Context: an optimization exercise on an open-source flow, tuned for small area, a short achievable clock period and few clock cycles. The choices shown serve that exercise and are no tape-out recipe.
RTL that was checked went through simulation tests only; none was proved equivalent to the original.
Only the layout flow was run in runs 1, 2 and 5; the RTL was not checked for function there.
Power and IR drop assume default switching activity.

## flow/design.v (module list and top-level ports; edited modules follow where they fit)
// module Register_File: 38 lines
// module MUL_S1: 796 lines
// module MUL_S2: 122 lines
// module MUL: 12 lines
// module RAM_mem: 13 lines
// module Memory_System: 20 lines
// module UC_FSM: 45 lines
// module MIPS_Multi_Cycle: 169 lines
module MIPS_Multi_Cycle
(
    input clk,
    input reset,
    input   [7:0] GPIO_i,
    output  [31:0] GPIO_o_hex,
    output  [9:0] rom_addr,
    input   [31:0] rom_data
);
  // ...
==> flow/run.sh <==
#!/bin/bash
# synth_recipe.tcl (not shown) runs the flow's synth.tcl, then flattens the netlist and writes it again
# the make line also repeats each setting of config.mk as NAME=value (left out here)
make -C /OpenROAD-flow-scripts/flow DESIGN_CONFIG=/design/flow/config.mk WORK_HOME=/design/flow/orfs CLKGATE_MAP_FILE= SYNTH_SCRIPT=/design/flow/synth_recipe.tcl finish
==> flow/config.mk <==
export PLATFORM = sky130hd
export DESIGN_NAME = MIPS_Multi_Cycle
export DESIGN_NICKNAME = MIPS_Multi_Cycle
export VERILOG_FILES = /design/flow/design.v
export SDC_FILE = /design/flow/constraint.sdc
export NUM_CORES = 8
export LEC_CHECK = 0
export ABC_CLOCK_PERIOD_IN_PS = 3000
export CAP_MARGIN = 30
export CORE_MARGIN = 2
export CORE_UTILIZATION = 40
export SLEW_MARGIN = 30
==> flow/constraint.sdc <==
create_clock -name core_clock -period 15.0 [get_ports {clk}]
set_input_delay 3.0000 -clock core_clock [delete_from_list [all_inputs] [get_ports {clk}]]
set_output_delay 3.0000 -clock core_clock [all_outputs]
set_load 0.01 [all_outputs]
==> key figures, run 1 <==
Final layout
  • Reg area: 0.1021 mm²
  • Layout Utilization: 0.4531
  • Non-filler cells, final: 16,317
  • Layout net count: 11,096
  • Number of diodes: 19
  • Most common cell after layout, fill and taps aside: edfxtp_1
  • Multi-input gate area: 0.05429 mm²
  • Number of clock buffers in the layout: 481
  • Inverters: 190
  • Seq_cells: 3,526
  • Leading registers by flop count: RAM.ram: 2048 flops, RF.rf: 992 flops, MULT.cs_q: 119 flops

Timing
  • RSZ-0062 raised after global routing: no
  • Final worst slack: 8.031 ns

Pwr
  • Clock power frac: 0.306
  • Seq pwr share: 0.399

Floorplanning
  • Die Wd: 635.7 µm
  • Rows: 231
  • Core area: 0.3965 mm²

Setup path
  • Worst r2r src: m_res[4]
  • CP Capture Type: flop
  • WS Path Type: reg -> reg

Synth
  • FFs w/ async S/R, synth: 0.02779
  • Compound-gate portion of the synthesized area: 0.1135
  • Unique cell type count in the Yosys netlist: 100
  • Leading post-synthesis cells by cell area: edfxtp_1 58%, mux4_2 8.9%, dfxtp_1 4.3%, fa_1 2.4%, o22ai_1 2.0%
  • Xor-xnor portion of the synthesized cell area: 0.01272
  • Mapped Nets: 11,144
  • Multiplexer share of the synthesized area: 0.1206

Global routing
  • GR Util met2: 0.4341
  • Vias in the first global route: 101,990
  • Global-route wire length before repair: 827,400 µm
  • Busiest grt layer: met2

CTS
  • Worst-path clk slew: 0.06 ns
  • H-tree levels: 5
  • Setup Buffers After CTS: 0
  • Root Buffer: clkbuf_16

Run status
  • Status: finished clean

Route
  • Met2 WL: 265,100 µm
  • Met3 wire length: 74,490 µm

Placed design
  • DP Worst Slack: 8.469 ns
==> module RAM_mem, before the edit <==
module RAM_mem (
    input         clk,
    input         we,
    input  [5:0]  addr,
    input  [31:0] din,
    output [31:0] dout
);
reg [31:0] ram [0:63];
always @(posedge clk) begin
    if (we) ram[addr] <= din;
end
assign dout = ram[addr];
endmodule
==> module Memory_System, before the edit <==
module Memory_System (
    input  [31:0] addr,
    input  [31:0] ram_q,
    input  [31:0] port_q,
    input  [7:0]  gpio_i,
    input  [31:0] rom_q,
    output        is_port,
    output        is_ram,
    output        is_rom,
    output [31:0] load_q
);
wire is_gpio;
assign is_port = (addr == 32'h003F_FFC0);
assign is_gpio = (addr == 32'h003F_FFBC);
assign is_ram  = (addr[31:16] >= 16'h1001);
assign is_rom  = ~is_port & ~is_gpio & ~is_ram;
assign load_q = is_port ? port_q :
                is_gpio ? {24'b0, gpio_i} :
                is_ram  ? ram_q : rom_q;
endmodule
==> module MIPS_Multi_Cycle, before the edit <==
module MIPS_Multi_Cycle
(
    input clk,
    input reset,
    input   [7:0] GPIO_i,
    output  [31:0] GPIO_o_hex,
    output  [9:0] rom_addr,
    input   [31:0] rom_data
);
reg  [9:0]  pc_f;         
reg  [9:0]  ra_q;         
reg         halted;
reg  [31:0] d_ir;
reg  [9:0]  d_pc;
reg         d_v;
reg  [31:0] e_a, e_b, e_sd;
reg  [9:0]  e_bt;
reg  [4:0]  e_rd;
reg         e_we, e_beq, e_lw, e_sw, e_mul, e_slt;
reg         e_sdl;
reg  [31:0] m_res, m_sd;
reg  [4:0]  m_rd;
reg         m_we, m_lw, m_sw, m_mul, m_rom;
reg  [31:0] w_res;
reg  [4:0]  w_rd;
reg         w_we;
reg  [31:0] port_q;
assign rom_addr   = ra_q;
assign GPIO_o_hex = port_q;
wire [4:0] d_rs = d_ir[25:21];
wire [4:0] d_rt = d_ir[20:16];
wire is_jr, is_halt, is_jmp, is_jal, is_beq, is_slti, is_mul, is_lw, is_sw;
wire imm_b, const_b, use_rs, use_rt, wen;
wire [4:0] wdest;
UC_FSM DEC (
    .ir(d_ir), .is_jr(is_jr), .is_halt(is_halt), .is_jmp(is_jmp), .is_jal(is_jal),
    .is_beq(is_beq), .is_slti(is_slti), .is_mul(is_mul), .is_lw(is_lw), .is_sw(is_sw),
    .imm_b(imm_b), .const_b(const_b), .use_rs(use_rs), .use_rt(use_rt),
    .wen(wen), .wdest(wdest)
);
wire [31:0] rs_v, rt_v;
Register_File RF (
    .clk(clk), .reset(reset),
    .we(w_we), .wa(w_rd), .wd(w_res),
    .ra1(d_rs), .ra2(d_rt),
    .rd1(rs_v), .rd2(rt_v)
);
wire ex_wr_rs  = e_we & (e_rd == d_rs);
wire ex_wr_rt  = e_we & (e_rd == d_rt);
wire mem_wr_rs = m_we & (m_rd == d_rs);
wire mem_wr_rt = m_we & (m_rd == d_rt);
wire e_late    = e_lw | e_mul;
wire stall_lu = e_late & (((use_rs | is_jr) & ex_wr_rs) | (use_rt & ex_wr_rt));
wire        ex_taken;
wire        ex_rom;
wire [9:0]  ex_ra;
wire [31:0] x_res;
wire [31:0] mem_res;
wire d_stall = d_v & stall_lu;
wire d_go    = d_v & ~d_stall & ~ex_taken;
wire d_jump  = d_go & (is_jmp | is_jr);
wire d_halt  = d_go & is_halt;
wire [31:0] fwd_rs = ex_wr_rs ? x_res : mem_wr_rs ? mem_res : rs_v;
wire [31:0] fwd_rt = ex_wr_rt ? x_res : mem_wr_rt ? mem_res : rt_v;
wire [9:0]  d_jt = is_jr ? fwd_rs[11:2] : d_ir[9:0];
wire [31:0] sext = {{16{d_ir[15]}}, d_ir[15:0]};
wire [10:0] pc_inc = {1'b0, d_pc} + 11'd1;
wire [31:0] link = {9'b0, 1'b1, 9'b0, pc_inc[10], pc_inc[9:0], 2'b00};
wire [31:0] cval = is_jal ? link :
                   d_ir[27] ? {d_ir[15:0], 16'b0} :    
                   {24'b0, GPIO_i};
wire [31:0] d_b = const_b ? cval :
                  imm_b ? (is_slti ? ~sext : sext) : fwd_rt;
wire [31:0] d_a = const_b ? 32'b0 : fwd_rs;
wire [9:0] pc_next = ex_taken ? e_bt :
                     d_jump   ? d_jt :
                     (d_stall | m_rom | halted | d_halt) ? pc_f :
                     pc_f + 10'd1;
always @(posedge clk or negedge reset) begin
    if (!reset) begin
        pc_f   <= 10'd0;
        ra_q   <= 10'd0;
        halted <= 1'b0;
        d_v    <= 1'b0;
    end else begin
        pc_f   <= pc_next;
        ra_q   <= ex_rom ? ex_ra : pc_next;
        if (d_halt) halted <= 1'b1;
        if (ex_taken | ~d_stall)
            d_v <= ~(ex_taken | d_jump | d_halt | halted | m_rom);
    end
end
always @(posedge clk) begin
    if (~d_stall) begin
        d_ir <= rom_data;
        d_pc <= pc_f;
    end
end
always @(posedge clk or negedge reset) begin
    if (!reset) begin
        e_we <= 1'b0; e_beq <= 1'b0; e_lw <= 1'b0; e_sw <= 1'b0; e_mul <= 1'b0;
        e_slt <= 1'b0; e_sdl <= 1'b0;
    end else begin
        e_we   <= d_go & wen;
        e_beq  <= d_go & is_beq;
        e_lw   <= d_go & is_lw;
        e_sw   <= d_go & is_sw;
        e_mul  <= d_go & is_mul;
        e_slt  <= is_slti;
        e_sdl  <= ex_wr_rt & e_late;
    end
end
always @(posedge clk) begin
    e_a  <= d_a;
    e_b  <= d_b;
    e_sd <= fwd_rt;
    e_bt <= d_pc + 10'd1 + d_ir[9:0];
    e_rd <= wdest;
end
wire [32:0] sum = {1'b0, e_a} + {1'b0, e_b} + {32'b0, e_slt};
assign x_res = e_slt ? {31'b0, ~sum[32]} : sum[31:0];
assign ex_taken = e_beq & (e_a == e_b);
wire x_port = (sum[31:0] == 32'h003F_FFC0);
wire x_gpio = (sum[31:0] == 32'h003F_FFBC);
wire x_ram  = (sum[31:16] >= 16'h1001);
assign ex_rom = e_lw & ~x_port & ~x_gpio & ~x_ram;
assign ex_ra  = sum[11:2];
wire [31:0] mul_p;
MUL MULT (.clk(clk), .a(e_a), .b(e_b), .p(mul_p));
always @(posedge clk or negedge reset) begin
    if (!reset) begin
        m_we <= 1'b0; m_lw <= 1'b0; m_sw <= 1'b0; m_mul <= 1'b0; m_rom <= 1'b0;
    end else begin
        m_we  <= e_we;
        m_lw  <= e_lw;
        m_sw  <= e_sw;
        m_mul <= e_mul;
        m_rom <= ex_rom;
    end
end
always @(posedge clk) begin
    m_res <= x_res;
    m_sd  <= e_sdl ? mem_res : e_sd;    
    m_rd  <= e_rd;
end
wire [31:0] ram_q, load_q;
wire is_port, is_ram, is_rom_unused;
Memory_System MS (
    .addr(m_res), .ram_q(ram_q), .port_q(port_q), .gpio_i(GPIO_i), .rom_q(rom_data),
    .is_port(is_port), .is_ram(is_ram), .is_rom(is_rom_unused), .load_q(load_q)
);
RAM_mem RAM (
    .clk(clk), .we(m_sw & is_ram), .addr(m_res[7:2]), .din(m_sd), .dout(ram_q)
);
assign mem_res = m_lw ? load_q : m_mul ? mul_p : m_res;
always @(posedge clk or negedge reset) begin
    if (!reset) begin
        port_q <= 32'h0;
        w_we   <= 1'b0;
    end else begin
        if (m_sw & is_port) port_q <= m_sd;
        w_we <= m_we;
    end
end
always @(posedge clk) begin
    w_res <= mem_res;
    w_rd  <= m_rd;
end
endmodule
==> inputs of run 2 (changes only) <==
--- a/flow/design.v
+++ b/flow/design.v
@@ -971,3 +971,3 @@
     input         we,
-    input  [5:0]  addr,
+    input  [63:0] wsel,
     input  [31:0] din,
@@ -976,26 +976,27 @@
 reg [31:0] ram [0:63];
+integer i;
 always @(posedge clk) begin
-    if (we) ram[addr] <= din;
+    for (i = 0; i < 64; i = i + 1)
+        if (we & wsel[i]) ram[i] <= din;
 end
-assign dout = ram[addr];
+reg [31:0] q;
+always @(*) begin
+    q = 32'b0;
+    for (i = 0; i < 64; i = i + 1)
+        q = q | (ram[i] & {32{wsel[i]}});
+end
+assign dout = q;
 endmodule
 module Memory_System (
-    input  [31:0] addr,
+    input         is_port,
+    input         is_gpio,
+    input         is_ram,
     input  [31:0] ram_q,
     input  [31:0] port_q,
-    input  [7:0]  gpio_i,
-    input  [31:0] rom_q,
-    output        is_port,
-    output        is_ram,
-    output        is_rom,
+    input  [7:0]  gpio_q,
     output [31:0] load_q
 );
-wire is_gpio;
-assign is_port = (addr == 32'h003F_FFC0);
-assign is_gpio = (addr == 32'h003F_FFBC);
-assign is_ram  = (addr[31:16] >= 16'h1001);
-assign is_rom  = ~is_port & ~is_gpio & ~is_ram;
 assign load_q = is_port ? port_q :
-                is_gpio ? {24'b0, gpio_i} :
-                is_ram  ? ram_q : rom_q;
+                is_gpio ? {24'b0, gpio_q} :
+                is_ram  ? ram_q : 32'b0;
 endmodule
@@ -1068,3 +1069,5 @@
 reg  [4:0]  m_rd;
-reg         m_we, m_lw, m_sw, m_mul, m_rom;
+reg         m_we, m_lw, m_sw, m_mul, m_rom, m_sdr;
+reg         m_isport, m_isgpio, m_isram;
+reg  [63:0] m_wsel;       
 reg  [31:0] w_res;
@@ -1073,2 +1076,3 @@
 reg  [31:0] port_q;
+reg  [7:0]  gpio_q;
 assign rom_addr   = ra_q;
@@ -1098,3 +1102,5 @@
 wire e_late    = e_lw | e_mul;
-wire stall_lu = e_late & (((use_rs | is_jr) & ex_wr_rs) | (use_rt & ex_wr_rt));
+wire m_late    = m_rom | m_mul;    
+wire stall_lu = (e_late & (((use_rs | is_jr) & ex_wr_rs) | (use_rt & ex_wr_rt))) |
+                (m_late & (((use_rs | is_jr) & mem_wr_rs) | ((use_rt | is_sw) & mem_wr_rt)));
 wire        ex_taken;
@@ -1116,3 +1122,3 @@
                    d_ir[27] ? {d_ir[15:0], 16'b0} :    
-                   {24'b0, GPIO_i};
+                   {24'b0, gpio_q};
 wire [31:0] d_b = const_b ? cval :
@@ -1173,2 +1179,3 @@
 assign ex_ra  = sum[11:2];
+wire [63:0] x_wsel = 64'b1 << sum[7:2];
 wire [31:0] mul_p;
@@ -1178,2 +1185,3 @@
         m_we <= 1'b0; m_lw <= 1'b0; m_sw <= 1'b0; m_mul <= 1'b0; m_rom <= 1'b0;
+        m_sdr <= 1'b0;
     end else begin
@@ -1184,2 +1192,3 @@
         m_rom <= ex_rom;
+        m_sdr <= e_sdl & m_late;
     end
@@ -1190,13 +1199,18 @@
     m_rd  <= e_rd;
+    m_isport <= x_port;
+    m_isgpio <= x_gpio;
+    m_isram  <= x_ram;
+    m_wsel   <= x_wsel;
+    gpio_q   <= GPIO_i;
 end
+wire [31:0] st_d = m_sdr ? w_res : m_sd;
 wire [31:0] ram_q, load_q;
-wire is_port, is_ram, is_rom_unused;
-Memory_System MS (
-    .addr(m_res), .ram_q(ram_q), .port_q(port_q), .gpio_i(GPIO_i), .rom_q(rom_data),
-    .is_port(is_port), .is_ram(is_ram), .is_rom(is_rom_unused), .load_q(load_q)
-);
 RAM_mem RAM (
-    .clk(clk), .we(m_sw & is_ram), .addr(m_res[7:2]), .din(m_sd), .dout(ram_q)
+    .clk(clk), .we(m_sw & m_isram), .wsel(m_wsel), .din(st_d), .dout(ram_q)
+);
+Memory_System MS (
+    .is_port(m_isport), .is_gpio(m_isgpio), .is_ram(m_isram),
+    .ram_q(ram_q), .port_q(port_q), .gpio_q(gpio_q), .load_q(load_q)
 );
-assign mem_res = m_lw ? load_q : m_mul ? mul_p : m_res;
+assign mem_res = m_lw ? load_q : m_res;
 always @(posedge clk or negedge reset) begin
@@ -1206,3 +1220,3 @@
     end else begin
-        if (m_sw & is_port) port_q <= m_sd;
+        if (m_sw & m_isport) port_q <= st_d;
         w_we <= m_we;
@@ -1211,3 +1225,3 @@
 always @(posedge clk) begin
-    w_res <= mem_res;
+    w_res <= m_rom ? rom_data : m_mul ? mul_p : mem_res;
     w_rd  <= m_rd;
--- a/flow/config.mk
+++ b/flow/config.mk
@@ -10,3 +10,3 @@
 export CORE_MARGIN = 2
-export CORE_UTILIZATION = 40
+export CORE_UTILIZATION = 60
 export SLEW_MARGIN = 30
==> run 2 against run 1 <==
Effect of this change: still clean on timing, DRC and antenna; first-iteration DRC count is 22% higher; worst setup slack improved by 1.6 ns; combinational power is about 30% lower; power is 8.6% lower; clock power is 2.3% higher; clock skew up 0.0018 ns; die area is 34% lower; critical path type unchanged; largest power group unchanged.
==> key figures, run 2 <==
Run status
  • Status: finished clean (unchanged)

Floorplanning
  • Starting density of the core: 0.6030 (was 0.4026)
  • Rows: 188 (was 231)
  • Core area: 0.2620 mm² (was 0.3965 mm²)
  • # IOs: 84 (unchanged)
  • Die area: 0.2675 mm² (was 0.4041 mm²)
  • Chip height: 517.2 µm (was 635.7 µm)
  • Die Wd: 517.2 µm (was 635.7 µm)

Timing
  • Highest clock rate: 0.1846 GHz (was 0.1435 GHz)
  • Count of pins over their slew limit: 0 (unchanged)
  • Final TNS setup: 0 ns (unchanged)
  • Rel. slew slack: 0.2221 (was 0.1927)
  • RSZ-0062 raised after global routing: no (unchanged)
  • Final Cycle Share: 0.3612 (was 0.4646)
  • Slew @ Worst Pin: 1.167 ns (was 1.177 ns)
  • Hold Slack: 0.3548 ns (was 0.3292 ns)
  • Clock Skew: 0.08186 ns (was 0.08009 ns)
  • Final worst slack: 9.582 ns (was 8.031 ns)
  • Final Hold Vio Count: 0 (unchanged)
  • Count of final setup violators: 0 (unchanged)
  • Period minus WS final: 5.418 ns (was 6.969 ns)

Min path
  • Hold Crit Class: reg -> reg (unchanged)
  • Hold Path Stages: 0 (unchanged)
  • Worst hold start: e_sw (unchanged)

Pwr
  • Tot Pwr: 0.02760 W (was 0.03020 W)
  • VDD IR-drop max: 0.1451 mV (was 0.2262 mV)
  • PD cells: 156.7 mW/mm² (was 168.1 mW/mm²)
  • Leakage power: 59.67 nW (was 58.82 nW)

Synth
  • Main combinational cell family by area after synthesis: compound AO/OA/AOI/OAI gates (was multiplexers)
  • Sequential share of the synthesized area: 0.6548 (was 0.6385)
  • FFs w/ async S/R, synth: 0.02748 (was 0.02779)
  • Count of flip-flops with a built-in enable after synthesis: 3,082 (unchanged)
  • Adder-Cell Fraction of Synth Area: 0.03780 (was 0.03714)
  • Mapped Cells: 10,374 (was 10,789)
  • Synth warn: 5 (was 4)
  • Mapped Nets: 10,731 (was 11,144)
  • Most frequent cell after synthesis: edfxtp_1 (unchanged)
  • Unique cell type count in the Yosys netlist: 94 (was 100)
  • Syn avg cell area: 15.23 µm² (was 14.80 µm²)
  • Post-Synth Simple-Gate Area: 0.04872 (was 0.04978)
  • Leading post-synthesis cells by cell area: edfxtp_1 59%, mux4_2 8.3%, dfxtp_1 5.3%, a221oi_1 3.0%, a22o_1 2.8% (was edfxtp_1 58%, mux4_2 8.9%, dfxtp_1 4.3%, fa_1 2.4%, o22ai_1 2.0%)
  • Compound-gate portion of the synthesized area: 0.1185 (was 0.1135)
  • Largest area contributor in the netlist: edfxtp_1 (unchanged)
  • Predominant post-synthesis flop cell: edfxtp_1 (unchanged)
  • List of most frequent post-synthesis cells: 3,082 x edfxtp_1, 622 x nor2_1, 588 x clkbuf_1, 582 x mux4_2, 548 x a221oi_1 (was 3,082 x edfxtp_1, 659 x nor2_1, 628 x mux4_2, 590 x a21oi_1, 547 x nand2_1)
  • FF+latch count, synth: 3,602 (was 3,526)
  • Synth top area share: 0.5857 (was 0.5798)
  • Synth Cell Area: 0.1580 mm² (was 0.1596 mm²)
  • Multiplexer share of the synthesized area: 0.1018 (was 0.1206)
  • Xor-xnor portion of the synthesized cell area: 0.01397 (was 0.01272)

Setup path
  • Req. time, crit path: 15.81 ns (was 15.86 ns)
  • Startpoint types: flop (unchanged)
  • Crit-path cells: buf_4, a22o_1, a221oi_1, nand4_1, or4_1, a22oi_1, a21o_1, o22ai_1, a211oi_1, a211o_1, nand2_1, mux2_2 (was buf_4, buf_12, buf_4, clkinv_1, a221oi_1, nor2_1, a2111oi_2, buf_4, a21oi_1, a2111oi_2, o221a_2, a21oi_1, nor2_1)
  • CP Capture Type: flop (unchanged)
  • Flop2flop setup slack: 9.58 ns (was 8.03 ns)
  • Crit path depth: 12 (was 13)
  • CP Max Fanout: 18 (was 104)
  • Delay-heaviest family, CP: compound AO/OA/AOI/OAI gates (was buffers and inverters)
  • WS Path Type: reg -> reg (unchanged)
  • Worst r2r src: m_wsel[50] (was m_res[4])
  • Worst Setup SP: m_wsel[50] (was m_res[4])
  • Worst Path Arrival: 6.23 ns (was 7.83 ns)
  • Max stage delay cell, worst path: a22oi_1 (was clkinv_1)
  • Crit path largest cell delay: 0.98 ns (was 0.88 ns)
  • Reg2Reg Depth: 12 (was 13)
  • Buf/Inv on CP: 1 (was 5)

Final layout
  • Most frequent cells in the layout: 3,082 x edfxtp_1, 598 x nor2_1, 582 x mux4_2 (was 3,082 x edfxtp_1, 628 x mux4_2, 588 x a21oi_1)
  • Most common cell after layout, fill and taps aside: edfxtp_1 (unchanged)
  • Layout net count: 10,757 (was 11,096)
  • Largest register FFs: 2,048 (unchanged)
  • P&R area growth vs syn: 11.46% (was 12.56%)
  • Share of cells above drive strength 1: 0.1775 (was 0.1891)
  • Non-filler cells, final: 14,245 (was 16,317)
  • Most flop-heavy register: RAM.ram (unchanged)
  • Leading registers by flop count: RAM.ram: 2048 flops, RF.rf: 992 flops, MULT.cs_q: 119 flops (unchanged)

CTS
  • CTS resizes: 0 (unchanged)
  • TritonCTS Buffers: 365 (was 372)
  • Worst skew pair latency: 0.99 ns (was 1.00 ns)
  • CTS tree: built (unchanged)
  • Worst-path clk slew: 0.06 ns (about the same)
  • Root Buffer: clkbuf_16 (unchanged)
  • CTS max path bufs: 4 (unchanged)
  • Hold buffer count at cts: 0 (unchanged)
  • Setup Buffers After CTS: 0 (unchanged)
  • Clk sink count: 3,602 (was 3,526)
  • H-tree levels: 5 (unchanged)

Route
  • DRT Wirelength: 616,300 µm (was 603,900 µm)
  • Routed via count: 109,325 (was 108,295)
  • Starting DRT DRC Count: 21,687 (was 17,757)
  • Antenna viol nets, final: 0 (unchanged)
  • Avg WL per Cell: 43.26 µm (was 37.01 µm)
  • DR DRC count: 0 (unchanged)
  • Vias per inst: 7.675 (was 6.637)
  • TritonRoute pass-1 iters: 10 (was 6)

Placed design
  • Input/output buffers: 83 (unchanged)
  • DP Worst Slack: 9.676 ns (was 8.469 ns)
  • GP Congestion: 1.008 (was 0.9807)
  • Placed Cells: 13,541 (was 15,604)
  • DP Wirelength: 357,800 µm (was 373,900 µm)

Global routing
  • Grt ovf: 0 (unchanged)
  • Largest net degree at the start of global routing: 118 (was 105)
  • Initial antenna violation count: 38 (was 44)
  • Global-route wire length before repair: 833,000 µm (was 827,400 µm)
  • Vias in the first global route: 101,133 (was 101,990)
  • Global router's overall resource usage: 0.4595 (was 0.2895)

Flow run
  • Max-cap violations: 0 (unchanged)
-- run 2: area by class of cell --
type                            count  area, µm²
Fill cell                       18074      85940
Clock inverter                    215       2414
Inverter                          177      666.9
Sequential cell                  3602     103600
Clock buffer                      464       9847
Antenna cell                       18      45.04
Timing Repair Buffer              472       3961
Tap cell                         3515       4398
Multi-Input combinational cell   5782      51150
-- run 2: final timing paths --
| path | to |
|---|---|
| worst max-delay path | ra_q[9] |
| worst min-delay path | m_sw |
| min in group asynchronous | w_we |
| worst min register to register | m_sw |
| max in group asynchronous | m_sw |
| worst max register to register | ra_q[9] |
-- run 2: kinds of logic after synthesis --
kind of cell	count (synthesis)
mux	860
flops	3602
buf+inv	990
xor+xnor	249
fa+ha+maj	374
compound gates	2606
simple gates	1693
-- run 2: power by group --
| part | leakage, nW | total [W] | internal, W | switching [W] |
|---|---|---|---|---|
| Sequential | 33.2 | 0.0119 | 0.0115 | 0.000422 |
| Clock | 5.98 | 0.00946 | 0.00547 | 0.00400 |
| Combinational | 20.5 | 0.00621 | 0.00198 | 0.00423 |
-- run 2: layer usage --
layer	global-route usage	routed length, µm	vias to the layer above
li1	-	-	41677
met1	0.6248	211700	55196
met2	0.6376	255700	10218
met3	0.1749	104200	2208
met4	0.2579	44510	26
met5	0.002163	279	-
-- run 2: stage by stage --
step	util	instance area [µm²]
after CTS	0.6711	175900
after floorplan	-	158000
after global placement	0.6235	163400
final	0.6720	176100
after global routing	0.6719	176100
after detailed placement	0.6243	163600
-- run 2: worst register-to-register path: stages (launching register included) --
cell	delay, ns
dfxtp_2	0.59
buf_4	0.44
a22o_1	0.34
a221oi_1	0.27
nand4_1	0.18
or4_1	0.80
a22oi_1	0.98
a21o_1	0.30
o22ai_1	0.10
a211oi_1	0.65
a211o_1	0.24
nand2_1	0.08
mux2_2	0.27
==> inputs of run 3 (changes only) <==
--- a/flow/design.v
+++ b/flow/design.v
@@ -1061,3 +1061,5 @@
 reg  [9:0]  d_pc;
+reg  [9:0]  d_pt;         
 reg         d_v;
+reg  [9:0]  ras0, ras1;
 reg  [31:0] e_a, e_b, e_sd;
@@ -1103,4 +1105,5 @@
 wire m_late    = m_rom | m_mul;    
-wire stall_lu = (e_late & (((use_rs | is_jr) & ex_wr_rs) | (use_rt & ex_wr_rt))) |
-                (m_late & (((use_rs | is_jr) & mem_wr_rs) | ((use_rt | is_sw) & mem_wr_rt)));
+wire stall_lu = (e_late & ((use_rs & ex_wr_rs) | (use_rt & ex_wr_rt))) |
+                (m_late & (((use_rs | is_jr) & mem_wr_rs) | ((use_rt | is_sw) & mem_wr_rt))) |
+                (is_jr & ex_wr_rs);
 wire        ex_taken;
@@ -1112,3 +1115,4 @@
 wire d_go    = d_v & ~d_stall & ~ex_taken;
-wire d_jump  = d_go & (is_jmp | is_jr);
+wire [31:0] jr_v = mem_wr_rs ? mem_res : rs_v;
+wire d_jump  = d_go & is_jr & (jr_v[11:2] != d_pt);
 wire d_halt  = d_go & is_halt;
@@ -1116,3 +1120,3 @@
 wire [31:0] fwd_rt = ex_wr_rt ? x_res : mem_wr_rt ? mem_res : rt_v;
-wire [9:0]  d_jt = is_jr ? fwd_rs[11:2] : d_ir[9:0];
+wire [9:0]  d_jt = jr_v[11:2];
 wire [31:0] sext = {{16{d_ir[15]}}, d_ir[15:0]};
@@ -1126,6 +1130,23 @@
 wire [31:0] d_a = const_b ? 32'b0 : fwd_rs;
+wire       if_jmp  = (rom_data[31:27] == 5'b00001);
+wire       if_jal  = if_jmp & rom_data[26];
+wire       if_jr   = (rom_data[31:26] == 6'h00) & (rom_data[5:0] == 6'h08);
+wire [9:0] pc_inc1 = pc_f + 10'd1;
+wire [9:0] pc_seq  = if_jmp ? rom_data[9:0] : if_jr ? ras0 : pc_inc1;
+wire       pc_hold = d_stall | m_rom | halted | d_halt;
+wire       if_go   = ~(ex_taken | d_jump | pc_hold);
 wire [9:0] pc_next = ex_taken ? e_bt :
                      d_jump   ? d_jt :
-                     (d_stall | m_rom | halted | d_halt) ? pc_f :
-                     pc_f + 10'd1;
+                     pc_hold  ? pc_f : pc_seq;
+always @(posedge clk or negedge reset) begin
+    if (!reset) begin
+        ras0 <= 10'd0;
+        ras1 <= 10'd0;
+    end else if (if_go & if_jal) begin
+        ras0 <= pc_inc1;
+        ras1 <= ras0;
+    end else if (if_go & if_jr) begin
+        ras0 <= ras1;
+    end
+end
 always @(posedge clk or negedge reset) begin
@@ -1148,2 +1169,3 @@
         d_pc <= pc_f;
+        d_pt <= ras0;
     end
--- a/flow/config.mk
+++ b/flow/config.mk
@@ -11,2 +11,5 @@
 export CORE_UTILIZATION = 60
+export CTS_BUF_LIST = sky130_fd_sc_hd__clkbuf_8
+export CTS_CLUSTER_DIAMETER = 50
+export CTS_CLUSTER_SIZE = 12
 export SLEW_MARGIN = 30
==> run 3 against run 2 <==
Effect of this change: maximum frequency is 23% lower; synthesized cell count is 2.8% higher; sequential power hardly changed; combinational power is 7.7% higher; global-route usage is 1.2 points lower; largest cell class unchanged; largest power group unchanged; highest routed layer unchanged.
==> key figures, run 3 <==
Run status
  • Status: finished clean (unchanged)

Route
  • TritonRoute pass-1 iters: 7 (was 10)
  • DR DRC count: 0 (unchanged)
  • Vias per inst: 7.672 (was 7.675)
  • DRT Wirelength: 615,700 µm (was 616,300 µm)
  • Antenna viol nets, final: 0 (unchanged)
  • Avg WL per Cell: 42.63 µm (was 43.26 µm)
  • Starting DRT DRC Count: 21,965 (was 21,687)
  • Routed via count: 110,819 (was 109,325)

Placed design
  • Input/output buffers: 83 (unchanged)
  • DP Wirelength: 362,300 µm (was 357,800 µm)
  • GP Congestion: 0.9695 (was 1.008)
  • Area after DPL: 0.1656 mm² (was 0.1636 mm²)

Floorplanning
  • Chip height: 521.1 µm (was 517.2 µm)
  • Die area: 0.2715 mm² (was 0.2675 mm²)
  • Core area: 0.2656 mm² (was 0.2620 mm²)
  • # IOs: 84 (unchanged)
  • Die Wd: 521.1 µm (was 517.2 µm)
  • Rows: 189 (was 188)
  • Starting density of the core: 0.6041 (was 0.6030)

Global routing
  • Global router's overall resource usage: 0.4477 (was 0.4595)
  • Grt ovf: 0 (unchanged)
  • Largest net degree at the start of global routing: 137 (was 118)
  • Initial antenna violation count: 38 (unchanged)
  • Global-route wire length before repair: 832,800 µm (was 833,000 µm)
  • Vias in the first global route: 103,183 (was 101,133)

CTS
  • Clk sink count: 3,632 (was 3,602)
  • Setup Buffers After CTS: 0 (unchanged)
  • H-tree levels: 5 (unchanged)
  • Worst skew pair latency: 1.15 ns (was 0.99 ns)
  • CTS resizes: 0 (unchanged)
  • Hold buffer count at cts: 0 (unchanged)
  • Worst-path clk slew: 0.09 ns (was 0.06 ns)
  • CTS max path bufs: 4 (unchanged)
  • CTS tree: built (unchanged)
  • Root Buffer: clkbuf_8 (was clkbuf_16)
  • TritonCTS Buffers: 387 (was 365)

Timing
  • Clock Skew: 0.1040 ns (was 0.08186 ns)
  • RSZ-0062 raised after global routing: no (unchanged)
  • Final Hold Vio Count: 0 (unchanged)
  • Final Cycle Share: 0.4688 (was 0.3612)
  • Rel. slew slack: 0.2556 (was 0.2221)
  • Count of final setup violators: 0 (unchanged)
  • Highest clock rate: 0.1422 GHz (was 0.1846 GHz)
  • Hold Slack: 0.3623 ns (was 0.3548 ns)
  • Final TNS setup: 0 ns (unchanged)
  • Period minus WS final: 7.031 ns (was 5.418 ns)
  • Slew @ Worst Pin: 1.117 ns (was 1.167 ns)
  • Count of pins over their slew limit: 0 (unchanged)

Min path
  • Hold Path End: m_sw (unchanged)
  • Hold Path Stages: 0 (unchanged)
  • Worst hold start: e_sw (unchanged)
  • Hold Crit Class: reg -> reg (unchanged)

Setup path
  • CP Capture Type: flop (unchanged)
  • Worst r2r dst: ras1[2] (was ra_q[9])
  • WS Path Type: reg -> reg (unchanged)
  • Crit path largest cell delay: 0.95 ns (was 0.98 ns)
  • CP Max Fanout: 71 (was 18)
  • Max stage delay cell, worst path: dfxtp_4 (was a22oi_1)
  • Startpoint types: flop (unchanged)
  • Flop2flop setup slack: 7.97 ns (was 9.58 ns)
  • Worst Path Arrival: 7.98 ns (was 6.23 ns)
  • Reg2Reg Depth: 16 (was 12)
  • Crit-path cells: buf_4, buf_12, buf_16, mux4_2, mux4_2, nand2_1, nand3_1, a222oi_1, nand2_1, a32oi_1, a21oi_1, a21oi_1, a31oi_4, buf_4, nor2b_4, mux2_4 (was buf_4, a22o_1, a221oi_1, nand4_1, or4_1, a22oi_1, a21o_1, o22ai_1, a211oi_1, a211o_1, nand2_1, mux2_2)
  • Req. time, crit path: 15.94 ns (was 15.81 ns)

Synth
  • Synth top area share: 0.5787 (was 0.5857)
  • Mapped Nets: 11,023 (was 10,731)
  • Mapped Cells: 10,666 (was 10,374)
  • Synth warn: 5 (unchanged)
  • Leading post-synthesis cells by cell area: edfxtp_1 58%, mux4_2 7.9%, dfxtp_1 5.3%, a221oi_1 3.1%, a22o_1 2.8% (was edfxtp_1 59%, mux4_2 8.3%, dfxtp_1 5.3%, a221oi_1 3.0%, a22o_1 2.8%)
  • Largest area contributor in the netlist: edfxtp_1 (unchanged)
  • Predominant post-synthesis flop cell: edfxtp_1 (unchanged)
  • Most frequent cell after synthesis: edfxtp_1 (unchanged)
  • Syn avg cell area: 15.04 µm² (was 15.23 µm²)
  • Synth Cell Area: 0.1604 mm² (was 0.1580 mm²)
  • List of most frequent post-synthesis cells: 3,092 x edfxtp_1, 660 x nor2_1, 564 x a221oi_1, 564 x mux4_2, 556 x clkbuf_1 (was 3,082 x edfxtp_1, 622 x nor2_1, 588 x clkbuf_1, 582 x mux4_2, 548 x a221oi_1)
  • Unique cell type count in the Yosys netlist: 104 (was 94)
  • FF+latch count, synth: 3,632 (was 3,602)
  • Sequential share of the synthesized area: 0.6498 (was 0.6548)
  • Count of flip-flops with a built-in enable after synthesis: 3,092 (was 3,082)
  • FFs w/ async S/R, synth: 0.03276 (was 0.02748)

Pwr
  • Switching share of power: 0.3453 (was 0.3134)
  • P_int: 0.01648 W (was 0.01895 W)
  • P_sw: 0.008696 W (was 0.008650 W)
  • PD cells: 145.6 mW/mm² (was 156.7 mW/mm²)
  • Seq pwr share: 0.480 (was 0.432)
  • Leakage power: 58.51 nW (was 59.67 nW)
  • Clock power frac: 0.254 (was 0.343)
  • Tot Pwr: 0.02518 W (was 0.02760 W)
  • Share of total power in combinational logic: 0.266 (was 0.225)
  • VDD IR-drop max: 0.1884 mV (was 0.1451 mV)

Final layout
  • Layout net count: 11,006 (was 10,757)
  • Leading registers by flop count: RAM.ram: 2048 flops, RF.rf: 992 flops, MULT.cs_q: 119 flops (unchanged)
  • Layout Utilization: 0.6514 (was 0.6720)
  • Share of cells above drive strength 1: 0.1680 (was 0.1775)
  • Most common cell after layout, fill and taps aside: edfxtp_1 (unchanged)
  • Most frequent cells in the layout: 3,092 x edfxtp_1, 632 x nor2_1, 564 x a221oi_1, 564 x mux4_2, 542 x nand2_1 (was 3,082 x edfxtp_1, 598 x nor2_1, 582 x mux4_2)
  • P&R area growth vs syn: 7.830% (was 11.46%)
  • Largest register FFs: 2,048 (unchanged)
  • Most flop-heavy register: RAM.ram (unchanged)
  • Final Cell Area: 0.1730 mm² (was 0.1761 mm²)

Flow run
  • Max-cap violations: 0 (unchanged)
==> run 3: changes by cell type after synthesis, moves of 18 or more <==
cell,change
a21o_1,+42
clkbuf_1,-32
a21oi_1,-30
buf_1,+61
o21ai_0,+36
dfrtp_1,+20
nor2b_1,+20
nand2_1,+20
mux4_2,-18
nor2_1,+38
==> run 3: stage by stage <==
stage,setup slack [ns],std cells
detailed placement,8.126,13784
floorplan,10.31,10666
global placement,8.136,13781
CTS,8.066,14405
global route,7.616,14416
finish,7.969,14444
==> run 3: layout make-up <==
type	instances	area [µm²]
tap	3533	4420
clock buffer	401	5519
clock inverter	220	1603
fill	18695	92570
sequential	3632	104400
antenna	30	75.07
timing repair buffer	426	3591
inverter	177	666.9
multi-input combinational	6025	52690
==> run 3: worst max-delay path: cells and delay by family (launching register included) <==
family	cells	cell delay, ns
buffers and inverters	4	1.96
multiplexers	3	1.37
AND/OR/NAND/NOR	4	1.09
flip-flops	1	0.95
AO/OA/AOI/OAI	5	1.22
==> run 3: logic make-up after synthesis <==
kind of cell / synth area share
mux: 0.09886
simple gates: 0.05314
flops: 0.6498
xor+xnor: 0.01309
compound gates: 0.1227
buf+inv: 0.02470
fa+ha+maj: 0.03767
==> run 3: worst max path at each step <==
stage,from,end,depth (start not counted),slack (ns)
floorplan,rom_data[28],ra_q[4],8,10.31
global placement,flop,ras1[9],15,8.14
detailed placement,flop,ras1[9],15,8.13
CTS,flop,ras1[2],15,8.07
global route,flop,ras1[2],16,7.62
finish,flop,ras1[2],16,7.97
==> run 3: layer usage <==
layer / share of wire / track usage / vias to the layer above
met1: 0.34 / 0.6078 / 55429
met3: 0.17 / 0.1650 / 2340
met2: 0.42 / 0.6295 / 10494
met4: 0.070 / 0.2466 / 30
li1: - / - / 42526
met5: 0.00043 / 0 / -
==> run 3: power by group through the flow <==
stage | Clock (W) | Sequential (W) | Combinational (W)
CTS | 0.00637 | 0.0121 | 0.00638
global route | 0.00672 | 0.0121 | 0.00695
global placement | 0 | 0.0123 | 0.00622
detailed placement | 0 | 0.0123 | 0.00633
finish | 0.00640 | 0.0121 | 0.00669
floorplan | 0 | 0.0121 | 0.00355
Testbench counts of run 3, summed over its fixed seeds: cycles 501,966.
==> inputs of run 4 (changes only) <==
==> flow/flow/run.sh (new file) <==
#!/bin/bash
set -euo pipefail
bash standard.sh SETUP_SLACK_MARGIN=10.5 finish > standard.log 2>&1
==> flow/standard.sh (new file) <==
#!/bin/bash
# synth_recipe.tcl (not shown) runs the flow's synth.tcl, then flattens the netlist and writes it again
# the make line also repeats each setting of config.mk as NAME=value (left out here)
make -C /OpenROAD-flow-scripts/flow DESIGN_CONFIG=/design/flow/config.mk WORK_HOME=/design/flow/orfs CLKGATE_MAP_FILE= SYNTH_SCRIPT=/design/flow/synth_recipe.tcl "${@:-finish}"
removed: flow/run.sh
==> run 4 against run 3 <==
Effect of this change: combinational power grew 5.2%; worst setup slack gained 2.2 ns; still clean on timing, DRC and antenna; critical path depth shrank 15; largest cell class unchanged.
==> key figures, run 4 <==
Placed design
  • Input/output buffers: 83 (unchanged)
  • GP Congestion: 0.9713 (was 0.9695)
  • DP Wirelength: 361,000 µm (was 362,300 µm)
  • Placed Cells: 13,790 (was 13,784)

Synth
  • Mapped Cells: 10,666 (unchanged)
  • Synth Cell Area: 0.1604 mm² (unchanged)
  • Synth warn: 5 (unchanged)
  • Most frequent cell after synthesis: edfxtp_1 (unchanged)
  • FFs w/ async S/R, synth: 0.03276 (unchanged)
  • List of most frequent post-synthesis cells: 3,092 x edfxtp_1, 660 x nor2_1, 564 x a221oi_1, 564 x mux4_2, 556 x clkbuf_1 (unchanged)
  • Synth top area share: 0.5787 (unchanged)
  • Largest area contributor in the netlist: edfxtp_1 (unchanged)
  • Syn avg cell area: 15.04 µm² (unchanged)
  • Sequential share of the synthesized area: 0.6498 (unchanged)
  • Mapped Nets: 11,023 (unchanged)
  • Predominant post-synthesis flop cell: edfxtp_1 (unchanged)
  • Unique cell type count in the Yosys netlist: 104 (unchanged)
  • Leading post-synthesis cells by cell area: edfxtp_1 58%, mux4_2 7.9%, dfxtp_1 5.3%, a221oi_1 3.1%, a22o_1 2.8% (unchanged)
  • FF+latch count, synth: 3,632 (unchanged)
  • Count of flip-flops with a built-in enable after synthesis: 3,092 (unchanged)

Setup path
  • Req. time, crit path: 12.00 ns (was 15.94 ns)
  • CP Capture Type: output port (was flop)
  • Delay-heaviest family, CP: flip-flops (was buffers and inverters)
  • Startpoint types: flop (unchanged)
  • WS Path Type: reg -> out (was reg -> reg)
  • Max stage delay cell, worst path: dfrtp_2 (was dfxtp_4)
  • CP Max Fanout: 2 (was 71)
  • Crit-path cells: buf_6 (was buf_4, buf_12, buf_16, mux4_2, mux4_2, nand2_1, nand3_1, a222oi_1, nand2_1, a32oi_1, a21oi_1, a21oi_1, a31oi_4, buf_4, nor2b_4, mux2_4)
  • Worst Path Arrival: 1.78 ns (was 7.98 ns)
  • Crit path largest cell delay: 0.47 ns (was 0.95 ns)
  • Buf/Inv on CP: 1 (was 4)

Floorplanning
  • Die Wd: 521.1 µm (unchanged)
  • # IOs: 84 (unchanged)
  • Chip height: 521.1 µm (unchanged)
  • Die area: 0.2715 mm² (unchanged)
  • Rows: 189 (unchanged)
  • Starting density of the core: 0.6041 (unchanged)
  • Core area: 0.2656 mm² (unchanged)

CTS
  • Root Buffer: clkbuf_8 (unchanged)
  • Worst-path clk slew: 0.09 ns (about the same)
  • CTS tree: built (unchanged)
  • CTS max path bufs: 4 (unchanged)
  • Clk sink count: 3,632 (unchanged)
  • H-tree levels: 5 (unchanged)
  • Worst skew pair latency: 1.22 ns (was 1.15 ns)
  • TritonCTS Buffers: 394 (was 387)

Final layout
  • Most frequent cells in the layout: 3,092 x edfxtp_1, 627 x nor2_1, 564 x mux4_2 (was 3,092 x edfxtp_1, 632 x nor2_1, 564 x a221oi_1, 564 x mux4_2, 542 x nand2_1)
  • Layout net count: 11,177 (was 11,006)
  • Leading registers by flop count: RAM.ram: 2048 flops, RF.rf: 992 flops, MULT.cs_q: 119 flops (unchanged)
  • Largest register FFs: 2,048 (unchanged)
  • Most common cell after layout, fill and taps aside: edfxtp_1 (unchanged)
  • Non-filler cells, final: 14,616 (was 14,444)
  • Layout Utilization: 0.6671 (was 0.6514)
  • Most flop-heavy register: RAM.ram (unchanged)
  • Share of cells above drive strength 1: 0.2026 (was 0.1680)
  • P&R area growth vs syn: 10.42% (was 7.830%)

Timing
  • Clock Skew: 0.1359 ns (was 0.1040 ns)
  • Count of final setup violators: 0 (unchanged)
  • Highest clock rate: 0.2090 GHz (was 0.1422 GHz)
  • Period minus WS final: 4.785 ns (was 7.031 ns)
  • RSZ-0062 raised after global routing: yes (was no)
  • Final Cycle Share: 0.3190 (was 0.4688)
  • Count of pins over their slew limit: 0 (unchanged)
  • Slew @ Worst Pin: 1.173 ns (was 1.117 ns)
  • Rel. slew slack: 0.2181 (was 0.2556)
  • Final Hold Vio Count: 0 (unchanged)
  • Final TNS setup: 0 ns (unchanged)

Pwr
  • Leakage power: 60.18 nW (was 58.51 nW)
  • VDD IR-drop max: 0.1765 mV (was 0.1884 mV)
  • PD cells: 145.3 mW/mm² (was 145.6 mW/mm²)

Flow run
  • Max-cap violations: 0 (unchanged)

Route
  • Avg WL per Cell: 43.22 µm (was 42.63 µm)
  • DR DRC count: 0 (unchanged)
  • Antenna viol nets, final: 0 (unchanged)
  • TritonRoute pass-1 iters: 9 (was 7)
  • DRT Wirelength: 631,700 µm (was 615,700 µm)
  • Routed via count: 112,577 (was 110,819)
  • Starting DRT DRC Count: 20,963 (was 21,965)
  • Vias per inst: 7.702 (was 7.672)

Global routing
  • Initial antenna violation count: 34 (was 38)
  • Vias in the first global route: 104,139 (was 103,183)
  • Grt ovf: 0 (unchanged)
  • Largest net degree at the start of global routing: 113 (was 137)
  • Global router's overall resource usage: 0.4568 (was 0.4477)
  • Global-route wire length before repair: 848,700 µm (was 832,800 µm)

Min path
  • Hold Crit Class: reg -> reg (unchanged)

Run status
  • Status: finished clean (unchanged)
-- run 4: cell counts after synthesis --
No cell type changed its count.
-- run 4: routing by layer --
metal | global-route usage | up-vias | wire (µm)
li1 | - | 42919 | -
met1 | 0.6153 | 56720 | 214800
met2 | 0.6457 | 10568 | 264900
met3 | 0.1717 | 2346 | 106000
met4 | 0.2489 | 24 | 45740
met5 | 0.0008775 | - | 173
-- run 4: where the power goes --
group          switching (W)  internal, W
logic                0.00469      0.00235
clock network        0.00375      0.00290
registers           0.000452       0.0116
-- run 4: final cells by class --
cell class	instances	area, µm²
Clock inverter	223	1886
Sequential cell	3632	104600
Timing Repair Buffer	588	6262
Multi-Input combinational cell	6027	53670
Inverter	177	686.9
Clock buffer	405	5574
Antenna cell	31	77.57
Fill cell	18463	88420
Tap cell	3533	4420
-- run 4: cell families (layout without fill, tap and decap cells) --
| family | count (synthesis) | count (layout) | synth area share |
|---|---|---|---|
| AO/OA/AOI/OAI | 2710 | 2711 | 0.1227 |
| XOR/XNOR | 239 | 239 | 0.01309 |
| adder cells (fa/ha/maj) | 381 | 381 | 0.03767 |
| buffers and inverters | 1009 | 1393 | 0.02470 |
| flip-flops | 3632 | 3632 | 0.6498 |
| multiplexers | 860 | 860 | 0.09886 |
| other | 0 | 31 | 0 |
| AND/OR/NAND/NOR | 1835 | 1836 | 0.05314 |
-- run 4: what timing repair did --
item                                    CTS  global route
gates resized for setup                 585           152
hold buffers                              0             0
setup buffers                            90            55
endpoints found under the setup margin  215           142
gates cloned                             10             8
pin swaps                                31            48
-- run 4: final timing paths --
path                       startpoint              to  slack, ns  cells past startpoint
max                        port_q[19]  GPIO_o_hex[19]      10.22                      1
min                              e_sw            m_sw       0.36                      0
max reg2reg                 m_wsel[6]       w_res[22]      10.30                     11
min reg2reg                      e_sw            m_sw       0.36                      0
max in group asynchronous       reset           e_slt      11.47                      2
min in group asynchronous       reset         ras0[0]       1.84                      1
-- run 4: stage by stage --
step	total power (W)	setup slack, ns	hold slack, ns	area (µm²)
after floorplan	0.01564	10.52	0.3312	160500
after CTS	0.02512	10.20	0.3693	175600
after detailed placement	0.01848	8.489	0.3555	165600
final	0.02574	10.22	0.3603	177100
after global routing	0.02635	10.21	0.3668	177100
after global placement	0.01837	8.138	0.3364	165500
==> module Register_File, before the edit <==
module Register_File (
    input             clk,
    input             reset,
    input             we,
    input      [4:0]  wa,
    input      [31:0] wd,
    input      [4:0]  ra1,
    input      [4:0]  ra2,
    output     [31:0] rd1,
    output     [31:0] rd2
);
reg [31:0] rf [1:31];
reg [31:1] rv;
always @(posedge clk) begin
    if (we) rf[wa] <= wd;
end
always @(posedge clk or negedge reset) begin
    if (!reset) rv <= 31'b0;
    else if (we) rv[wa] <= 1'b1;
end
function [31:0] rd_port;
    input [4:0] a;
    begin
        if (we && wa == a)
            rd_port = wd;
        else if (a == 5'd0)
            rd_port = 32'h0;
        else if (rv[a])
            rd_port = rf[a];
        else if (a == 5'd29)
            rd_port = 32'h1001_00FC;
        else
            rd_port = 32'h0;
    end
endfunction
assign rd1 = rd_port(ra1);
assign rd2 = rd_port(ra2);
endmodule
==> inputs of run 5 (changes only) <==
--- a/flow/design.v
+++ b/flow/design.v
@@ -3,3 +3,3 @@
     input             reset,
-    input             we,
+    input             we,           
     input      [4:0]  wa,
@@ -8,2 +8,4 @@
     input      [4:0]  ra2,
+    input      [31:0] ra1_oh,
+    input      [31:0] ra2_oh,
     output     [31:0] rd1,
@@ -13,4 +15,6 @@
 reg [31:1] rv;
+integer i;
 always @(posedge clk) begin
-    if (we) rf[wa] <= wd;
+    for (i = 1; i < 32; i = i + 1)
+        if (we && wa == i) rf[i] <= wd;
 end
@@ -20,19 +24,15 @@
 end
-function [31:0] rd_port;
-    input [4:0] a;
-    begin
-        if (we && wa == a)
-            rd_port = wd;
-        else if (a == 5'd0)
-            rd_port = 32'h0;
-        else if (rv[a])
-            rd_port = rf[a];
-        else if (a == 5'd29)
-            rd_port = 32'h1001_00FC;
-        else
-            rd_port = 32'h0;
+wire [31:1] vs1 = ra1_oh[31:1] & rv;
+wire [31:1] vs2 = ra2_oh[31:1] & rv;
+reg [31:0] q1, q2;
+always @(*) begin
+    q1 = (ra1_oh[29] & ~rv[29]) ? 32'h1001_00FC : 32'h0;
+    q2 = (ra2_oh[29] & ~rv[29]) ? 32'h1001_00FC : 32'h0;
+    for (i = 1; i < 32; i = i + 1) begin
+        q1 = q1 | (rf[i] & {32{vs1[i]}});
+        q2 = q2 | (rf[i] & {32{vs2[i]}});
     end
-endfunction
-assign rd1 = rd_port(ra1);
-assign rd2 = rd_port(ra2);
+end
+assign rd1 = (we && wa == ra1) ? wd : q1;
+assign rd2 = (we && wa == ra2) ? wd : q2;
 endmodule
@@ -1062,2 +1062,3 @@
 reg  [9:0]  d_pt;         
+reg  [31:0] d_rs_oh, d_rt_oh;    
 reg         d_v;
@@ -1096,3 +1097,3 @@
     .we(w_we), .wa(w_rd), .wd(w_res),
-    .ra1(d_rs), .ra2(d_rt),
+    .ra1(d_rs), .ra2(d_rt), .ra1_oh(d_rs_oh), .ra2_oh(d_rt_oh),
     .rd1(rs_v), .rd2(rt_v)
@@ -1170,2 +1171,4 @@
         d_pt <= ras0;
+        d_rs_oh <= 32'b1 << rom_data[25:21];
+        d_rt_oh <= 32'b1 << rom_data[20:16];
     end
==> run 5 against run 4 <==
Effect of this change: clock power is 0.9% lower; largest power group unchanged; register-to-register slack worse by 0.22 ns; clock-buffer cell count is 4 lower; power is 8.5% lower; still clean; largest cell class unchanged; cell count is 2.7% higher; combinational power is 31% lower.
==> key figures, run 5 <==
Timing
  • Count of final setup violators: 0 (unchanged)
  • Clock Skew: 0.1420 ns (was 0.1359 ns)
  • Final TNS setup: 0 ns (unchanged)
  • Slew @ Worst Pin: 1.347 ns (was 1.173 ns)
  • Final Cycle Share: 0.3290 (was 0.3190)
  • Period minus WS final: 4.935 ns (was 4.785 ns)
  • Final worst slack: 10.07 ns (was 10.22 ns)
  • Rel. slew slack: 0.1018 (was 0.2181)
  • Count of pins over their slew limit: 0 (unchanged)
  • Highest clock rate: 0.2026 GHz (was 0.2090 GHz)
  • Final Hold Vio Count: 0 (unchanged)
  • RSZ-0062 raised after global routing: yes (unchanged)

Setup path
  • Startpoint types: flop (unchanged)
  • Buf/Inv on CP: 1 (unchanged)
  • CP Capture Type: output port (unchanged)
  • Delay-heaviest family, CP: flip-flops (unchanged)
  • WS Path Type: reg -> out (unchanged)
  • Crit path largest cell delay: 0.52 ns (was 0.47 ns)
  • Worst Path Arrival: 1.94 ns (was 1.78 ns)
  • Crit-path cells: buf_6 (unchanged)
  • Max stage delay cell, worst path: dfrtp_2 (unchanged)
  • Req. time, crit path: 12.00 ns (about the same)
  • CP Max Fanout: 3 (was 2)

Pwr
  • P_sw: 0.007540 W (was 0.008891 W)
  • Switching share of power: 0.3201 (was 0.3454)
  • Seq pwr share: 0.514 (was 0.468)
  • Share of total power in combinational logic: 0.206 (was 0.273)
  • PD cells: 136.1 mW/mm² (was 145.3 mW/mm²)
  • P_int: 0.01601 W (was 0.01685 W)
  • Clock power frac: 0.280 (was 0.259)
  • VDD IR-drop max: 0.1152 mV (was 0.1765 mV)
  • Leakage power: 58.77 nW (was 60.18 nW)

Global routing
  • Grt ovf: 0 (unchanged)
  • Global-route wire length before repair: 953,500 µm (was 848,700 µm)
  • Largest net degree at the start of global routing: 81 (was 113)
  • Initial antenna violation count: 55 (was 34)
  • Global router's overall resource usage: 0.5324 (was 0.4568)
  • Vias in the first global route: 112,793 (was 104,139)

Synth
  • FFs w/ async S/R, synth: 0.03230 (was 0.03276)
  • Sequential share of the synthesized area: 0.6768 (was 0.6498)
  • Mapped Nets: 11,521 (was 11,023)
  • Compound-gate portion of the synthesized area: 0.1668 (was 0.1227)
  • Count of flip-flops with a built-in enable after synthesis: 3,154 (was 3,092)
  • Leading post-synthesis cells by cell area: edfxtp_1 61%, dfxtp_1 5.3%, a221oi_1 4.5%, a22o_1 4.3%, fa_1 2.5% (was edfxtp_1 58%, mux4_2 7.9%, dfxtp_1 5.3%, a221oi_1 3.1%, a22o_1 2.8%)
  • Xor-xnor portion of the synthesized cell area: 0.01326 (was 0.01309)
  • FF+latch count, synth: 3,684 (was 3,632)
  • Synth Cell Area: 0.1565 mm² (was 0.1604 mm²)
  • Synth warn: 6 (was 5)
  • Synth top area share: 0.6052 (was 0.5787)
  • Adder-Cell Fraction of Synth Area: 0.03785 (was 0.03767)
  • Largest area contributor in the netlist: edfxtp_1 (unchanged)
  • Post-Synth Simple-Gate Area: 0.06918 (was 0.05314)
  • Unique cell type count in the Yosys netlist: 95 (was 104)
  • Mapped Cells: 11,172 (was 10,666)
  • Main combinational cell family by area after synthesis: compound AO/OA/AOI/OAI gates (unchanged)
  • List of most frequent post-synthesis cells: 3,154 x edfxtp_1, 802 x a221oi_1, 766 x a22o_1, 717 x clkbuf_1, 641 x nor2_1 (was 3,092 x edfxtp_1, 660 x nor2_1, 564 x a221oi_1, 564 x mux4_2, 556 x clkbuf_1)
  • Syn avg cell area: 14.01 µm² (was 15.04 µm²)
  • Most frequent cell after synthesis: edfxtp_1 (unchanged)
  • Predominant post-synthesis flop cell: edfxtp_1 (unchanged)
  • Multiplexer share of the synthesized area: 0.01019 (was 0.09886)

Placed design
  • DP Worst Slack: 8.495 ns (was 8.489 ns)
  • GP Congestion: 1.004 (was 0.9713)
  • Input/output buffers: 83 (unchanged)
  • Area after DPL: 0.1622 mm² (was 0.1656 mm²)
  • DP Wirelength: 410,300 µm (was 361,000 µm)
  • Placed Cells: 14,186 (was 13,790)

Floorplanning
  • # IOs: 84 (unchanged)
  • Chip height: 514.7 µm (was 521.1 µm)
  • Starting density of the core: 0.6032 (was 0.6041)
  • Die Wd: 514.7 µm (was 521.1 µm)
  • Rows: 187 (was 189)
  • Core area: 0.2595 mm² (was 0.2656 mm²)
  • Die area: 0.2649 mm² (was 0.2715 mm²)

Flow run
  • Max-cap violations: 0 (unchanged)

Final layout
  • Most flop-heavy register: RAM.ram (unchanged)
  • Final Cell Area: 0.1730 mm² (was 0.1771 mm²)
  • Layout net count: 11,693 (was 11,177)
  • Leading registers by flop count: RAM.ram: 2048 flops, RF.rf: 992 flops, MULT.cs_q: 119 flops (unchanged)
  • Most frequent cells in the layout: 3,154 x edfxtp_1, 779 x a221oi_1, 766 x a22o_1 (was 3,092 x edfxtp_1, 627 x nor2_1, 564 x mux4_2)
  • Most common cell after layout, fill and taps aside: edfxtp_1 (unchanged)
  • Layout Utilization: 0.6669 (was 0.6671)
  • P&R area growth vs syn: 10.57% (was 10.42%)
  • Non-filler cells, final: 15,017 (was 14,616)
  • Largest register FFs: 2,048 (unchanged)
  • Share of cells above drive strength 1: 0.1510 (was 0.2026)

Route
  • Vias per inst: 8.188 (was 7.702)
  • DR DRC count: 0 (unchanged)
  • Starting DRT DRC Count: 27,078 (was 20,963)
  • Routed via count: 122,966 (was 112,577)
  • Antenna viol nets, final: 0 (unchanged)
  • Avg WL per Cell: 47.96 µm (was 43.22 µm)
  • TritonRoute pass-1 iters: 13 (was 9)
  • DRT Wirelength: 720,100 µm (was 631,700 µm)

CTS
  • H-tree levels: 5 (unchanged)
  • TritonCTS Buffers: 389 (was 394)
  • CTS max path bufs: 4 (unchanged)
  • Worst skew pair latency: 1.24 ns (was 1.22 ns)
  • Root Buffer: clkbuf_8 (unchanged)
  • CTS tree: built (unchanged)
  • Worst-path clk slew: 0.09 ns (about the same)
  • Clk sink count: 3,684 (was 3,632)

Run status
  • Status: finished clean (unchanged)

Min path
  • Hold Crit Class: reg -> reg (unchanged)
[run 5: cell types whose count changed in the layout (fill, tap and decap cells not counted), moves of 43 or more]
cell      before   now
edfxtp_1    3092  3154
a22o_1       514   766
a22oi_1      119   443
nor3_1        39    83
nand3_1       65   244
nand4_1      151   307
mux4_2       564     0
a21oi_1      507   394
mux2i_1      159    25
buf_4        332   446
a221oi_1     543   779
a222oi_1       9    52
[run 5: metal layers]
layer	wire length [µm]	up-vias	GRT usage
li1	-	45112	-
met1	219500	59615	0.6467
met4	81790	52	0.4475
met5	384	-	0.002374
met2	292600	13960	0.7471
met3	125900	4227	0.2079
[run 5: worst reg2reg max path, delay by kind of cell (launching register included)]
kind	cells	cell delay [ns]
AOI/OAI and AO/OA	5	1.80
DFF	1	0.78
buffers and inverters	1	0.73
and+or+nand+nor	4	1.41
[run 5: through the flow]
stage                     total power, W  hold WS, ns
after floorplan                  0.01454       0.3312
after global placement           0.01657       0.3411
after detailed placement         0.01665       0.3457
after CTS                        0.02305       0.3731
after global routing             0.02393       0.3873
final                            0.02355       0.3804
[run 5: logic make-up after synthesis]
kind of cell	after synthesis
flops	3684
simple gates	2229
xor+xnor	237
buf+inv	1076
compound gates	3434
fa+ha+maj	371
mux	141
[run 5: what timing repair did]
item,in CTS,in global routing
hold endpoints to repair,0,0
buffers inserted,100,52
gates resized for setup,526,141
cloned,12,2
endpoints found under the setup margin,144,97
hold buffers,0,0
pin swaps,35,52
[run 5: cell type report]
cell class / count / area [µm²]
antenna: 41 / 102.6
tap: 3402 / 4257
clock buffer: 401 / 5519
fill: 18370 / 86430
clock inverter: 220 / 1755
multi-input combinational: 6417 / 48200
inverter: 188 / 718.2
sequential: 3684 / 106200
timing repair buffer: 664 / 6306
[run 5: power groups by stage]
stage / registers (W) / clock network [W] / logic, W
2_1_floorplan: 0.0122 / 0 / 0.00236
3_3_place_gp: 0.0123 / 0 / 0.00425
3_5_place_dp: 0.0123 / 0 / 0.00433
4_1_cts: 0.0121 / 0.00648 / 0.00449
5_1_grt: 0.0121 / 0.00685 / 0.00496
6_report: 0.0121 / 0.00660 / 0.00485
[run 5: final timing paths]
check                            from        endpoint  slack, ns  depth (start not counted)
min reg2reg                     e_mul           m_mul       0.38                          0
max                        port_q[31]  GPIO_o_hex[31]      10.07                          1
max in group asynchronous       reset           m_sdr      11.57                          2
min in group asynchronous       reset       RF.rv[31]       1.87                          1
min                             e_mul           m_mul       0.38                          0
max reg2reg                 RF.rv[24]          e_b[4]      10.08                         10

==> port drivers added, routing unchanged <==
In the flow no input, the clock included, has a driving cell. The finished layouts below were timed again as built, in two steps. Step 1 (the two cells are an assumption about what drives the block):
set clk [get_ports {clk}]
set_driving_cell -lib_cell sky130_fd_sc_hd__clkbuf_16 $clk
set_driving_cell -lib_cell sky130_fd_sc_hd__buf_2 [delete_from_list [all_inputs] $clk]
Step 2 adds t to the input delays and takes it off the output delays; t is the mean of the earliest and latest rising clock arrival at the registers after step 1. Input paths then give back, and output paths get back, about the clock's delay inside the block. Slacks: no drivers / after step 1 / after step 2; pairs: no drivers / after step 1.
run | t (ns) | setup slack, ns | worst hold slack (ns) | cell pins on the clock port's net
run 1 | 1.071 | 8.031 / 8.031 / 8.031 | 0.329 / 0.329 / 0.329 | 1
run 2 | 1.042 | 9.582 / 9.582 / 9.582 | 0.355 / 0.355 / 0.355 | 1
run 3 | 1.185 | 7.969 / 7.969 / 7.969 | 0.362 / 0.362 / 0.362 | 1
run 4 | 1.261 | 10.215 / 10.107 / 9.386 | 0.360 / 0.360 / 0.360 | 1
run 5 | 1.276 | 10.065 / 9.963 / 9.317 | 0.380 / 0.380 / 0.380 | 1
After both steps every run listed still meets setup and hold. For run 4, which loses most, drivers alone change the setup slack by -0.108 ns; drivers and shift together by -0.829 ns.
